Source: an optimization exercise on an open RTL-to-GDS flow (aim: a short achievable clock period and few clock cycles). Production flows keep margins and buffers that such runs may drop. In this exercise RTL edits were held to simulation tests only and were not proved equivalent to the original. Power is estimated from default activity; no workload was simulated.

## design/flow/constraint.sdc

```tcl
create_clock -name core_clock -period 9.0 [get_ports {clk}]
set_input_delay 1.8000 -clock core_clock [delete_from_list [all_inputs] [get_ports {clk}]]
set_output_delay 1.8000 -clock core_clock [all_outputs]
set_load 0.01 [all_outputs]
```

## design/flow/run.sh

```bash
#!/bin/bash
# synth_recipe.tcl (not shown) runs the flow's synth.tcl, then flattens the netlist and writes it again
# the make line also repeats each setting of config.mk as NAME=value (left out here)
make -C /OpenROAD-flow-scripts/flow DESIGN_CONFIG=/design/flow/config.mk WORK_HOME=/design/flow/orfs CLKGATE_MAP_FILE= SYNTH_SCRIPT=/design/flow/synth_recipe.tcl finish
```

## design/flow/design.v

```verilog
module zmips_mux232(
    input [31:0] a, b,
    input sel,
    output [31:0] y
    );
assign y = (sel == 0) ? a : b;
endmodule: zmips_mux232
module zmips_mux432(
    input [31:0] a, b, c, d,
    input [1:0] sel,
    output reg [31:0] y
    );
always_comb begin
    case (sel)
    2'b00: begin
        y = a;
    end
    2'b01: begin
        y = b;
    end
    2'b10: begin
        y = c;
    end
    2'b11: begin
        y = d;
    end
    endcase
end
endmodule: zmips_mux432
module zmips_n_adder #(
    parameter W = 32
  ) (
    input [W-1:0] a, b,
    output [W-1:0] sum
  );
assign sum = a + b;
endmodule: zmips_n_adder
module zmips_barrel_shift(
    input [31:0] a,
    input [4:0] shift,
    input [1:0] op,
    output reg [31:0] y,
    output reg cout
    );
always_comb begin
    case (op)
    2'b01: {cout, y} = a << shift;
    2'b10: {y, cout} = {a, 1'b0} >>> shift;
    2'b11: {y, cout} = {a, 1'b0} >> shift;
    default: {y, cout} = {a, 1'b0};
    endcase
end
endmodule: zmips_barrel_shift
module zmips_alu(
    input [31:0] a, b,
    input [3:0] op,
    input [4:0] shamt,
    input cin,
    output [31:0] y,
    output zero, cout
    );
localparam A_ADD = 6'h0;  
localparam A_SUB = 6'h1;
localparam A_AND = 6'h2;
localparam A_OR  = 6'h4;
localparam A_EOR = 6'h6;
localparam A_NOP = 6'h8;  
localparam A_SLL = 6'ha;
localparam A_SRA = 6'hc;
localparam A_SRL = 6'he;
logic [31:0] b_in;            
logic [31:0] add_rslt;        
logic [31:0] and_rslt;        
logic [31:0] or_rslt;         
logic [31:0] eor_rslt;        
logic [31:0] g0_y;            
logic [31:0] g1_y;            
logic [1:0] i_op;             
logic i_group;                
logic i_cout;
logic g0_cout, g1_cout;       
assign i_op = op[2:1];
assign i_group = op[3];
assign zero = ~|y;
assign b_in = b ^ {32{op[0]}};
assign {i_cout, add_rslt} = a + b_in + {31'b0, cin};     
assign and_rslt = a & b_in;
assign or_rslt = a | b_in;
assign eor_rslt = a ^ b_in;
zmips_mux432 ALU_I_MUX(
        .a(add_rslt),
        .b(and_rslt),
        .c(or_rslt),
        .d(eor_rslt),
        .sel(i_op),
        .y(g0_y)
    );
assign g0_cout = (i_op == 2'b00) ? i_cout : 1'b0;   
zmips_barrel_shift ALU_I_BS(.a(a), .shift(shamt), .op(i_op), .y(g1_y), .cout(g1_cout));
zmips_mux232 ALU_IO_MUX(.a(g0_y), .b(g1_y), .sel(i_group), .y(y));
assign cout = i_group ? g1_cout : g0_cout;
endmodule: zmips_alu
module zmips_regfile(
    input [4:0] addr_0, addr_1, wr_addr,
    input [31:0] wr_data, pc_val,
    input pc_wr, wr, clk,
    output [31:0] data_0, data_1
    );
logic [31:0] regfile [0:29];
logic [31:0] pc_reg;
logic [1:0] regsel_0, regsel_1;
assign regsel_0 = {&addr_0[4:1], addr_0[0]};
assign regsel_1 = {&addr_1[4:1], addr_1[0]};
logic [31:0] rf_0, rf_1;
assign rf_0 = (wr && wr_addr == addr_0) ? wr_data : regfile[addr_0];
assign rf_1 = (wr && wr_addr == addr_1) ? wr_data : regfile[addr_1];
zmips_mux432 MUX_D0(
    .a(rf_0),
    .b(rf_0),
    .c(pc_reg),
    .d(pc_val),
    .sel(regsel_0),
    .y(data_0)
);
zmips_mux432 MUX_D1(
    .a(rf_1),
    .b(rf_1),
    .c(pc_reg),
    .d(pc_val),
    .sel(regsel_1),
    .y(data_1)
);
always_ff @(posedge clk) begin
    if (wr && ((&wr_addr[4:1]) == 1'b0)) begin
        regfile[wr_addr] <= wr_data;
    end
end
always_ff @(posedge clk) begin
    if (pc_wr) begin
        pc_reg <= pc_val;
    end
end
endmodule: zmips_regfile
module zmips(
    input [31:0] i_data,
    output [31:0] i_addr, d_addr, d_data_o,
    input [31:0] d_data_i,
    input clk, rst,  
    output d_wr, d_rd
    );
logic hd_if_id_flush;             
logic hd_id_ex_flush;             
logic hd_if_pc_wr;                
logic hw_reg_conflict;            
logic [1:0] fw_ex_rs_src;         
logic [1:0] fw_ex_rt_src;         
logic [1:0] fw_id_jump_rs;        
logic fw_ex_z;                    
logic fw_ex_c;                    
logic fw_ex_n;                    
logic fw_mem_ldsw;                
logic [31:0] pc_next_val;         
logic [31:0] pc_inc_val;          
logic pc_src_sel;                 
logic [31:0] pc;                  
logic [31:0] if_id_pipe_pc;       
logic [31:0] if_id_pipe_ir;       
logic [31:0] d_reg_0, d_reg_1;
logic [31:0] ir_immd_se;          
logic [31:0] ir_immd_se_sh;       
logic [31:0] pc_id_temp_branch_val;    
logic [31:0] pc_id_branch_val;    
logic [31:0] pc_id_val;           
logic [31:0] ir_addr_sh;          
logic [31:0] id_pc_alu_mem;       
logic [31:0] id_pc_reg_val;       
logic id_rfmt;                    
logic id_imfmt;                   
logic id_ifmt;                    
logic id_jfmt;                    
logic id_do_branch;               
logic id_zf;                      
logic id_cf;                      
logic id_nf;                      
logic id_r_jump;                  
logic id_immd_load;               
logic [5:0] ir_r_op;              
logic [3:0] ir_i_op;
logic [1:0] ir_j_op;
logic [4:0] ir_rs;
logic [4:0] ir_rt;
logic [4:0] ir_rd;
logic [25:0] ir_immd;
logic [29:0] ir_addr;
logic [1:0] ir_cc;
logic [5:0] ir_funct;
logic [4:0] ir_shamt;
logic [31:0] id_ex_pipe_reg_0, id_ex_pipe_reg_1;   
logic [4:0] id_ex_pipe_rs, id_ex_pipe_rt, id_ex_pipe_rd;
logic [31:0] id_ex_pipe_immd_se;
logic [4:0] id_ex_pipe_shamt;
logic [5:0] id_ex_pipe_funct;
logic id_ex_pipe_shop;            
logic id_ex_pipe_alusrc;          
logic id_ex_pipe_memrd;           
logic id_ex_pipe_memwr;           
logic id_ex_pipe_wrreg;           
logic id_ex_pipe_wrop;            
logic id_ex_pipe_wrzf;            
logic id_ex_pipe_wrcf;            
logic id_ex_pipe_wrnf;            
logic id_ex_pipe_forcef;          
logic [31:0] ex_alu_a;            
logic [31:0] ex_alu_b;            
logic [31:0] ex_alu_pre_a;        
logic [3:0] ex_alu_op;            
logic [31:0] ex_alu_rslt;         
logic ex_zf_alu, ex_cf_alu, ex_nf_alu;    
logic ex_zf, ex_cf, ex_nf;        
logic [5:0] ex_funct;             
logic [4:0] ex_shamt;             
logic ex_alu_cin;                 
logic flag_zero;                  
logic flag_carry;                 
logic flag_negative;              
logic [31:0] ex_mem_pipe_alu_rslt;    
logic [31:0] ex_mem_pipe_data;    
logic [4:0] ex_mem_pipe_wb_reg;   
logic ex_mem_pipe_memrd;          
logic ex_mem_pipe_memwr;          
logic ex_mem_pipe_wrreg;          
logic [31:0] mem_wb_pipe_memd;    
logic [31:0] mem_wb_pipe_alud;    
logic [4:0] mem_wb_pipe_wb_reg;   
logic mem_wb_pipe_memrd;          
logic mem_wb_pipe_wrreg;          
logic [4:0] wb_addr;              
logic [31:0] wb_data;             
logic wb_wr;                      
always_ff @(posedge clk) begin
    if (rst) begin
        pc <= 32'b0;
    end
    else if (hd_if_pc_wr == 1'b1) begin
        pc <= pc_next_val;
    end
end
zmips_n_adder #(.W(32)) ADD_PC_IF(.a(pc), .b(32'h4), .sum(pc_inc_val));
zmips_mux232 MUX_PC_IF(.a(pc_inc_val), .b(pc_id_val), .sel(pc_src_sel), .y(pc_next_val));
assign i_addr = pc;
always_ff @(posedge clk) begin
    if (rst) begin
        if_id_pipe_pc <= 32'b0;
    end
    else if (hd_if_pc_wr == 1'b1) begin
        if_id_pipe_pc <= pc_next_val;
    end
    if (rst || hd_if_id_flush == 1'b1) begin
        if_id_pipe_ir <= 32'b0;
    end
    else if (hd_if_pc_wr) begin  
        if_id_pipe_ir <= i_data;
    end
end
assign ir_r_op = if_id_pipe_ir[31:26];  
assign ir_i_op = if_id_pipe_ir[31:28];
assign ir_j_op = if_id_pipe_ir[31:30];
assign ir_cc = if_id_pipe_ir[27:26];
assign ir_rs = if_id_pipe_ir[25:21];
assign ir_rt = if_id_pipe_ir[20:16];
assign ir_rd = if_id_pipe_ir[15:11];
assign ir_funct = if_id_pipe_ir[5:0];
assign ir_immd = if_id_pipe_ir[25:0];
assign ir_addr = if_id_pipe_ir[29:0];
assign ir_shamt = if_id_pipe_ir[10:6];
assign ir_immd_se = {{6{ir_immd[25]}}, ir_immd};
assign ir_immd_se_sh = {ir_immd_se[29:0], 2'b00};
zmips_n_adder #(.W(32)) ADD_PC_ID(.a(if_id_pipe_pc), .b(ir_immd_se_sh), .sum(pc_id_temp_branch_val));
assign id_zf = fw_ex_z ? ex_zf : flag_zero;
assign id_cf = fw_ex_c ? ex_cf : flag_carry;
assign id_nf = fw_ex_n ? ex_nf : flag_negative;
always_comb begin
    id_do_branch = 1'b0;
    case (ir_cc)
    2'b00: id_do_branch = id_zf ~^ ir_i_op[1];
    2'b01: id_do_branch = id_cf ~^ ir_i_op[1];
    2'b10: id_do_branch = id_nf ~^ ir_i_op[1];
    2'b11: id_do_branch = 1'b1;
    endcase
end
zmips_mux232 MUX_PC_BRANCH(.a(if_id_pipe_pc), .b(pc_id_temp_branch_val), .sel(id_do_branch), .y(pc_id_branch_val));
assign ir_addr_sh = {ir_addr[29:0], 2'b00};
always_comb begin
    id_rfmt  = 1'b0;
    id_imfmt = 1'b0;
    id_ifmt  = 1'b0;
    id_jfmt  = 1'b0;
    casex (ir_j_op)
    2'b00: id_rfmt  = 1'b1;
    2'b01: id_imfmt = 1'b1;
    2'b10: id_ifmt  = 1'b1;
    2'b11: id_jfmt  = 1'b1;
    endcase
end
assign id_r_jump = (&ir_funct) & id_rfmt;
assign pc_src_sel = id_r_jump | id_jfmt | id_ifmt;
zmips_mux232 MUX_PC_ALUMEM(
        .a(ex_mem_pipe_alu_rslt),    
        .b(d_data_i),                
        .sel(ex_mem_pipe_memrd),
        .y(id_pc_alu_mem)
    );
zmips_mux432 MUX_PC_REG(
        .a(d_reg_0),             
        .b(ex_alu_rslt),         
        .c(id_pc_alu_mem),       
        .d(wb_data),             
        .sel(fw_id_jump_rs),
        .y(id_pc_reg_val)
    );
zmips_mux432 MUX_PC_ID(
        .a(id_pc_reg_val),       
        .b(32'h0),               
        .c(pc_id_branch_val),    
        .d(ir_addr_sh),          
        .sel(ir_j_op),           
        .y(pc_id_val)            
    );
zmips_regfile RF0(
        .addr_0(ir_rs), 
        .addr_1(ir_rt), 
        .wr_addr(wb_addr), 
        .wr_data(wb_data), 
        .wr(wb_wr),
        .clk(clk), 
        .data_0(d_reg_0), 
        .data_1(d_reg_1),
        .pc_val(pc),             
        .pc_wr(id_jfmt)          
    );
assign id_immd_load = id_imfmt & ir_i_op[2];
always_ff @(posedge clk) begin
    id_ex_pipe_reg_0 <= d_reg_0;         
    id_ex_pipe_reg_1 <= d_reg_1;
    id_ex_pipe_rs <= ir_rs;              
    id_ex_pipe_rt <= ir_rt;              
    id_ex_pipe_rd <= ir_rd & {5{!id_immd_load}};  
    id_ex_pipe_immd_se <= ir_immd_se;    
    id_ex_pipe_shop <= ir_r_op[0];       
    id_ex_pipe_shamt <= ir_shamt;
    id_ex_pipe_funct <= ir_funct;
    if (rst || hd_id_ex_flush == 1'b1 || (id_rfmt|id_imfmt) == 1'b0) begin  
        id_ex_pipe_alusrc <= 1'b0;
        id_ex_pipe_memrd <= 1'b0;
        id_ex_pipe_memwr <= 1'b0; 
        id_ex_pipe_wrreg <= 1'b0;
        id_ex_pipe_wrop <= 1'b0;
        id_ex_pipe_wrzf <= 1'b0;
        id_ex_pipe_wrcf <= 1'b0;
        id_ex_pipe_wrnf <= 1'b0;
        id_ex_pipe_forcef <= 1'b0;
    end
    else begin                                     
        id_ex_pipe_alusrc <= id_immd_load;               
        id_ex_pipe_memrd <= ir_r_op[3] & ir_r_op[2];     
        id_ex_pipe_memwr <= ir_r_op[3] & !ir_r_op[2];    
        id_ex_pipe_wrreg <= (id_rfmt | id_imfmt) & ir_r_op[2] & ~((&ir_rd[4:1]) & ~id_immd_load);
        id_ex_pipe_wrop <= (id_rfmt | id_imfmt) & ir_r_op[2];
        id_ex_pipe_wrzf <= id_rfmt & ir_funct[2] & ~id_r_jump;        
        id_ex_pipe_wrcf <= id_rfmt & ir_funct[1] & ~id_r_jump;        
        id_ex_pipe_wrnf <= id_rfmt & ir_funct[0] & ~id_r_jump;        
        id_ex_pipe_forcef <= id_rfmt & ir_r_op[1] & ~id_r_jump;       
    end
end
assign ex_funct = id_ex_pipe_funct;
assign ex_shamt = id_ex_pipe_shamt;
assign ex_alu_op = {id_ex_pipe_shop, ex_funct[5:3] & {3{!id_ex_pipe_alusrc}}};  
zmips_mux432 ALU_A_MUX(
        .a(id_ex_pipe_reg_0),
        .b(wb_data),
        .c(ex_mem_pipe_alu_rslt),
        .d(32'b0),  
        .sel(fw_ex_rs_src),
        .y(ex_alu_pre_a)
    );
zmips_mux232 ALU_SRC_MUX(.a(ex_alu_pre_a), .b(id_ex_pipe_immd_se), .sel(id_ex_pipe_alusrc), .y(ex_alu_a));
zmips_mux432 ALU_B_MUX(
        .a(id_ex_pipe_reg_1),
        .b(wb_data),
        .c(ex_mem_pipe_alu_rslt),
        .d(32'b0),  
        .sel(fw_ex_rt_src),
        .y(ex_alu_b)
    );
assign ex_alu_cin = (!id_ex_pipe_wrop) | flag_carry;
zmips_alu ALU0(
        .a(ex_alu_a),
        .b(ex_alu_b),
        .op(ex_alu_op),
        .y(ex_alu_rslt),
        .shamt(ex_shamt),
        .cin(ex_alu_cin),
        .zero(ex_zf_alu),
        .cout(ex_cf_alu)
    );
assign ex_nf_alu = ex_alu_rslt[31];
assign ex_zf = (id_ex_pipe_forcef == 1'b1) ? id_ex_pipe_wrzf : ex_zf_alu; 
assign ex_cf = (id_ex_pipe_forcef == 1'b1) ? id_ex_pipe_wrcf : ex_cf_alu; 
assign ex_nf = (id_ex_pipe_forcef == 1'b1) ? id_ex_pipe_wrnf : ex_nf_alu; 
always_ff @(posedge clk) begin
    if (rst) begin
        flag_zero <= 1'b0;
        flag_carry <= 1'b0;
        flag_negative <= 1'b0;
    end
    else begin
    if (id_ex_pipe_wrzf == 1'b1 || id_ex_pipe_forcef == 1'b1) begin
        flag_zero <= ex_zf;
    end
    if (id_ex_pipe_wrcf == 1'b1 || id_ex_pipe_forcef == 1'b1) begin
        flag_carry <= ex_cf;
    end
    if (id_ex_pipe_wrnf == 1'b1 || id_ex_pipe_forcef == 1'b1) begin
        flag_negative <= ex_nf;
    end
    end
end
always_ff @(posedge clk) begin
    ex_mem_pipe_alu_rslt <= ex_alu_rslt;     
    ex_mem_pipe_data <= ex_alu_b;            
    ex_mem_pipe_wb_reg <= id_ex_pipe_rd;     
    ex_mem_pipe_memrd <= id_ex_pipe_memrd & ~rst;
    ex_mem_pipe_memwr <= id_ex_pipe_memwr & ~rst;
    ex_mem_pipe_wrreg <= id_ex_pipe_wrreg & ~rst;
end
assign d_addr = ex_mem_pipe_alu_rslt;
assign d_wr = ex_mem_pipe_memwr;
assign d_rd = ex_mem_pipe_memrd;
zmips_mux232 MUX_DATA_O(.a(ex_mem_pipe_data), .b(mem_wb_pipe_memd), .sel(fw_mem_ldsw), .y(d_data_o));
always_ff @(posedge clk) begin
    mem_wb_pipe_memd <= d_data_i;                
    mem_wb_pipe_alud <= ex_mem_pipe_alu_rslt;    
    mem_wb_pipe_memrd <= ex_mem_pipe_memrd & ~rst;      
    mem_wb_pipe_wrreg <= ex_mem_pipe_wrreg & ~rst;      
    mem_wb_pipe_wb_reg <= ex_mem_pipe_wb_reg;    
end
zmips_mux232 WB_MUX(.a(mem_wb_pipe_alud), .b(mem_wb_pipe_memd), .sel(mem_wb_pipe_memrd), .y(wb_data));
assign wb_addr = mem_wb_pipe_wb_reg;
assign wb_wr = mem_wb_pipe_wrreg;
always_comb begin
    hw_reg_conflict = 1'b0;
    if (id_ex_pipe_memrd == 1'b1 &&
        ((id_ex_pipe_rd == ir_rs) || ((id_ex_pipe_rd == ir_rt) && id_r_jump == 1'b0))) begin
        hw_reg_conflict = 1'b1;
    end
end
always_comb begin
    hd_id_ex_flush = hw_reg_conflict;
    hd_if_pc_wr = (~hw_reg_conflict) | rst;                  
    hd_if_id_flush = (~hw_reg_conflict) & ((~(id_rfmt|id_imfmt)) | id_r_jump);
end
assign fw_ex_z = id_ex_pipe_wrzf | id_ex_pipe_forcef;
assign fw_ex_c = id_ex_pipe_wrcf | id_ex_pipe_forcef;
assign fw_ex_n = id_ex_pipe_wrnf | id_ex_pipe_forcef;
always_comb begin
    fw_ex_rs_src = 2'b00;            
    fw_ex_rt_src = 2'b00;
    fw_mem_ldsw = 1'b0;              
    fw_id_jump_rs = 2'b00;
    if (ex_mem_pipe_wrreg == 1'b1 && (ex_mem_pipe_wb_reg == id_ex_pipe_rs)) begin
        fw_ex_rs_src = 2'b10;
    end
    else if (mem_wb_pipe_wrreg == 1'b1 && (mem_wb_pipe_wb_reg == id_ex_pipe_rs)) begin
        fw_ex_rs_src = 2'b01;
    end
    if (ex_mem_pipe_wrreg == 1'b1 && (ex_mem_pipe_wb_reg == id_ex_pipe_rt)) begin
        fw_ex_rt_src = 2'b10;
    end
    else if (mem_wb_pipe_wrreg == 1'b1 && (mem_wb_pipe_wb_reg == id_ex_pipe_rt)) begin
        fw_ex_rt_src = 2'b01;
    end
    if (mem_wb_pipe_wb_reg == ex_mem_pipe_wb_reg && mem_wb_pipe_memrd == 1'b1 && ex_mem_pipe_wrreg == 1'b1) begin
        fw_mem_ldsw = 1'b1;
    end
    if (id_r_jump == 1'b1 && id_ex_pipe_wrreg == 1'b1 && (id_ex_pipe_rd == ir_rs)) begin
        fw_id_jump_rs = 2'b01;  
    end
    else if (id_r_jump == 1'b1 && ex_mem_pipe_wrreg == 1'b1 && (ex_mem_pipe_wb_reg == ir_rs)) begin
        fw_id_jump_rs = 2'b10;  
    end
    else if (id_r_jump == 1'b1 && mem_wb_pipe_wrreg == 1'b1 && (mem_wb_pipe_wb_reg == ir_rs)) begin
        fw_id_jump_rs = 2'b11;  
    end
end
endmodule
```

## design/flow/config.mk

```make
export PLATFORM = sky130hd
export DESIGN_NAME = zmips
export DESIGN_NICKNAME = zmips
export VERILOG_FILES = /design/flow/design.v
export SDC_FILE = /design/flow/constraint.sdc
export NUM_CORES = 4
export LEC_CHECK = 0
export CAP_MARGIN = 20
export CORE_MARGIN = 2
export CORE_UTILIZATION = 40
export SLEW_MARGIN = 20
```

==> key figures <==
Status
  • Status: no timing/DRC/antenna violations

Synth
  • Mapped Nets: 5,385
  • Synthesized area: 70,400 um^2
  • Synth top area cells: edfxtp_1, mux4_2, dfxtp_1, mux2i_1, o21ai_0
  • Cells after Synth: ~5,200
  • Largest area contributor in the netlist: edfxtp_1
  • Synth cell types: 102
  • Dominant synthesized flop cell: edfxtp_1
  • Post-synth EDFFs: 992
  • YS warnings: 4
  • Syn Area/Cell: around 13 um^2
  • Seq cells post-synth: 1,317
  • Post-synth ARST share: 0%
  • Top-area cell type share of the netlist area: 42.3%
  • Sequential fraction of the synthesis area: 51.6%

Routing
  • Iteration-0 DRC Markers: 6,773
  • Residual DRC: 0
  • Routed Antenna Nets: 0
  • Via count: 50,700
  • Routed wire per std cell: roughly 36 um
  • Vias per std cell: 6.54
  • Wirelength, routed: about 280,000 um
  • 1st-pass router iterations: 8

Global route
  • Vias in the first global route: 49,700
  • First-pass GRT wire length: ~390,000 um
  • Total GRT Usage: 31.0%
  • Largest net degree at the start of global routing: 96
  • Grt total ovfl: 0
  • Initial antenna violation count: 6

STA
  • Setup ws final: 0.528 ns
  • Worst slew pin tran: 1.33 ns
  • Skew final: 0.0294 ns
  • Total Negative Setup Slacks: 0 ns
  • Final Max Slew Viols: 0
  • Hold slack: 0.400 ns
  • Count of final hold-check violations: 0
  • RSZ-0062 raised after global routing: no
  • Fmax: 118 MHz
  • Slew HR: 11.3%
  • Final setup viols: 0
  • Final Critical Period: around 8.5 ns
  • Final period utilization: 94.1%

Placement
  • Pre-CTS setup slack: 0.795 ns
  • Gpl congestion: 1.04
  • Final HPWL DP: 190,000 um
  • PortBufs: between 150 and 200

Floorplanning
  • Starting Density: slightly above 40%
  • Std-Cell Rows: 153
  • Core area: 174,000 um^2
  • Die area: 179,000 um^2
  • Die height: 423 um
  • Die X: 423 um
  • Num ports: 164

Clock tree
  • Max Buffers Root-to-Sink: 3
  • Clock Sinks: about 1,300
  • Setup bufs post-CTS: 0
  • CTS tree: yes
  • Num CTS Buffers: 141
  • CTS root buf: clkbuf_16
  • Clock latency (worst-skew pair): 0.79 ns
  • Post_cts resized: 0
  • CTS H-tree lvls: 4
  • Cts hold-fix bufs: 0
  • Clock transition at path regs: ~0.07 ns

Pwr
  • Comb power frac: 23.4%
  • Leakage: 25.8 nW
  • Total Power: 17.6 mW
  • Clock share of power: around 32%
  • P_sw: 5.60 mW
  • Sequential share of power: 44.3%
  • Pint: 12.0 mW
  • Worst vdd ir: 0.169 mV
  • Pwr per Cell Area: 221 nW/um^2
  • Sw Share: between 30% and 40%

Final layout
  • Share of cells above drive strength 1: about 23%
  • Most frequent cells in the layout: edfxtp_1, mux4_2, nand2_1
  • Fillers: 15,300
  • Commonest non-fill, non-tap cell in the layout: edfxtp_1
  • Biggest register: RF0.regfile
  • Net count, final: 5,487
  • Area grow syn2layout: 13.1%
  • Max reg flops: 960

Critical path
  • CP endpoint kind: flop
  • Kind of critical path: reg2reg
  • Arr. time, crit path: 9.14 ns
  • Crit-path max FO: 16
  • Kind of start point of the critical path: flop
  • WP data required: slightly below 10 ns

Hold path
  • Worst Hold Class: reg2reg

Job
  • Max cap viols: 0
[worst max-delay path, stage by stage (launching register included)]
cell and delay [ns]:
dfxtp_1 0.75, xor2_1 0.15, nor4_1 0.28, and3_2 0.59
mux2i_1 0.15, o21ai_0 0.56, xnor2_1 0.19, ha_1 0.41
o21ai_0 0.19, or3_1 0.40, a21boi_0 0.29, o21ai_0 0.15
a31o_2 0.32, o21ai_0 0.59, a41o_1 0.33, a311oi_1 0.13
o211ai_1 0.21, and3_1 0.51, inv_1 0.11, nor4b_1 0.49
and4_4 0.44, o211a_1 0.61, nor4_4 0.15, o2bb2a_1 0.33
[power groups by stage]
stage	sequential [mW]	combinational, mW	clock [mW]
6_report	7.77	4.10	5.69
4_1_cts	7.75	4.00	5.74
5_1_grt	7.77	4.30	5.99
3_5_place_dp	7.88	3.99	0
2_1_floorplan	7.66	2.29	0
3_3_place_gp	7.88	3.97	0
[stage by stage]
| stage | cells | cell area [um^2] | utilization [%] |
|---|---|---|---|
| after floorplan | 5219 | 70400 | - |
| after global placement | 7502 | 75100 | 43.1 |
| after detailed placement | 7503 | 75100 | 43.1 |
| after CTS | 7747 | 79600 | 45.6 |
| after global routing | 7748 | 79600 | 45.6 |
| final | 7751 | 79600 | 45.6 |
[worst paths after layout]
check                                                     from                        endpoint  slack [ns]  depth (start not counted)
worst max-delay path             mem_wb_pipe_wb_reg[2]$_DFF_P_              pc[5]$_SDFFE_PP0P_        0.53                         23
worst min register to register  if_id_pipe_ir[10]$_SDFFE_PP0N_  id_ex_pipe_immd_se[10]$_DFF_P_        0.40                          0
worst min-delay path            if_id_pipe_ir[10]$_SDFFE_PP0N_  id_ex_pipe_immd_se[10]$_DFF_P_        0.40                          0
worst max register to register   mem_wb_pipe_wb_reg[2]$_DFF_P_              pc[5]$_SDFFE_PP0P_        0.53                         23
[area by class of cell]
| cell class | instances | area [um^2] | share of cell area (%) |
|---|---|---|---|
| diodes | 4 | 10.0 | 0.0126 |
| clock buffers | 187 | 3920 | 4.92 |
| clock inverters | 57 | 495 | 0.623 |
| inverters | 139 | 522 | 0.656 |
| multi-input cells | 3369 | 32200 | 40.5 |
| flip-flops and latches | 1317 | 36300 | 45.7 |
| well taps | 2325 | 2910 | 3.66 |
| repair buffers | 353 | 3150 | 3.96 |
[metal layers]
metal  global-route usage [%]  up-vias  wire (um)
met4                     20.4        0      22400
met5                        0        -          0
met3                     5.85      706      24100
met1                     39.1    26000     105000
li1                         -    21000          -
met2                     48.8     3001     130000
[cells in the mapped netlist, types with 40 or more instances]
library cell,instances
a21oi_1,208
a32oi_1,40
and2_1,53
buf_1,86
clkbuf_1,270
dfxtp_1,325
edfxtp_1,992
ha_1,97
inv_1,136
mux2_2,134
mux2i_1,247
mux4_2,582
nand2_1,429
nand3_1,129
nor2_1,229
nor3_1,85
o21ai_0,327
o22ai_1,50
xnor2_1,72
xor2_1,49
[logic make-up (layout without fill, tap and decap cells)]
| family | count (synthesis) | after routing | synth area share, % |
|---|---|---|---|
| other | 0 | 4 | 0 |
| adders and majority gates | 100 | 100 | 1.81 |
| DFF | 1317 | 1317 | 51.6 |
| AOI/OAI and AO/OA | 1082 | 1082 | 10.5 |
| xor gates and xnor gates | 121 | 121 | 1.51 |
| muxes | 964 | 964 | 24.3 |
| and+or+nand+nor | 1102 | 1102 | 7.25 |
| buffers and inverters | 533 | 736 | 3.03 |
Testbench counts, summed over its fixed seeds: cycles 52,144.

-- port drivers added, routing unchanged --
The flow's constraints put no driver on any port. The routed layout listed below was extracted and timed again, unchanged, in two steps.
Step 1, drivers: a clkbuf_16 drives clk and a buf_2 each remaining input, both assumed.
Step 2 moves the port delays by t, midway between the first and last clock arrival at a register: inputs arrive t later, outputs are due t later. That takes back most of the time a late clock gives input paths.
Three values: ideal, step 1, step 2; two values: the first two.
t (ns): 0.863
setup slack, ns: 0.528 / 0.528 / 0.528
worst setup path after step 2: register to register
worst slew at a driven data input, ns: 0.07
pins driven straight from the clock port: 1
After both steps this run still meets setup and hold. For this run, drivers alone change the setup slack by 0.000 ns; drivers and shift together by 0.000 ns.
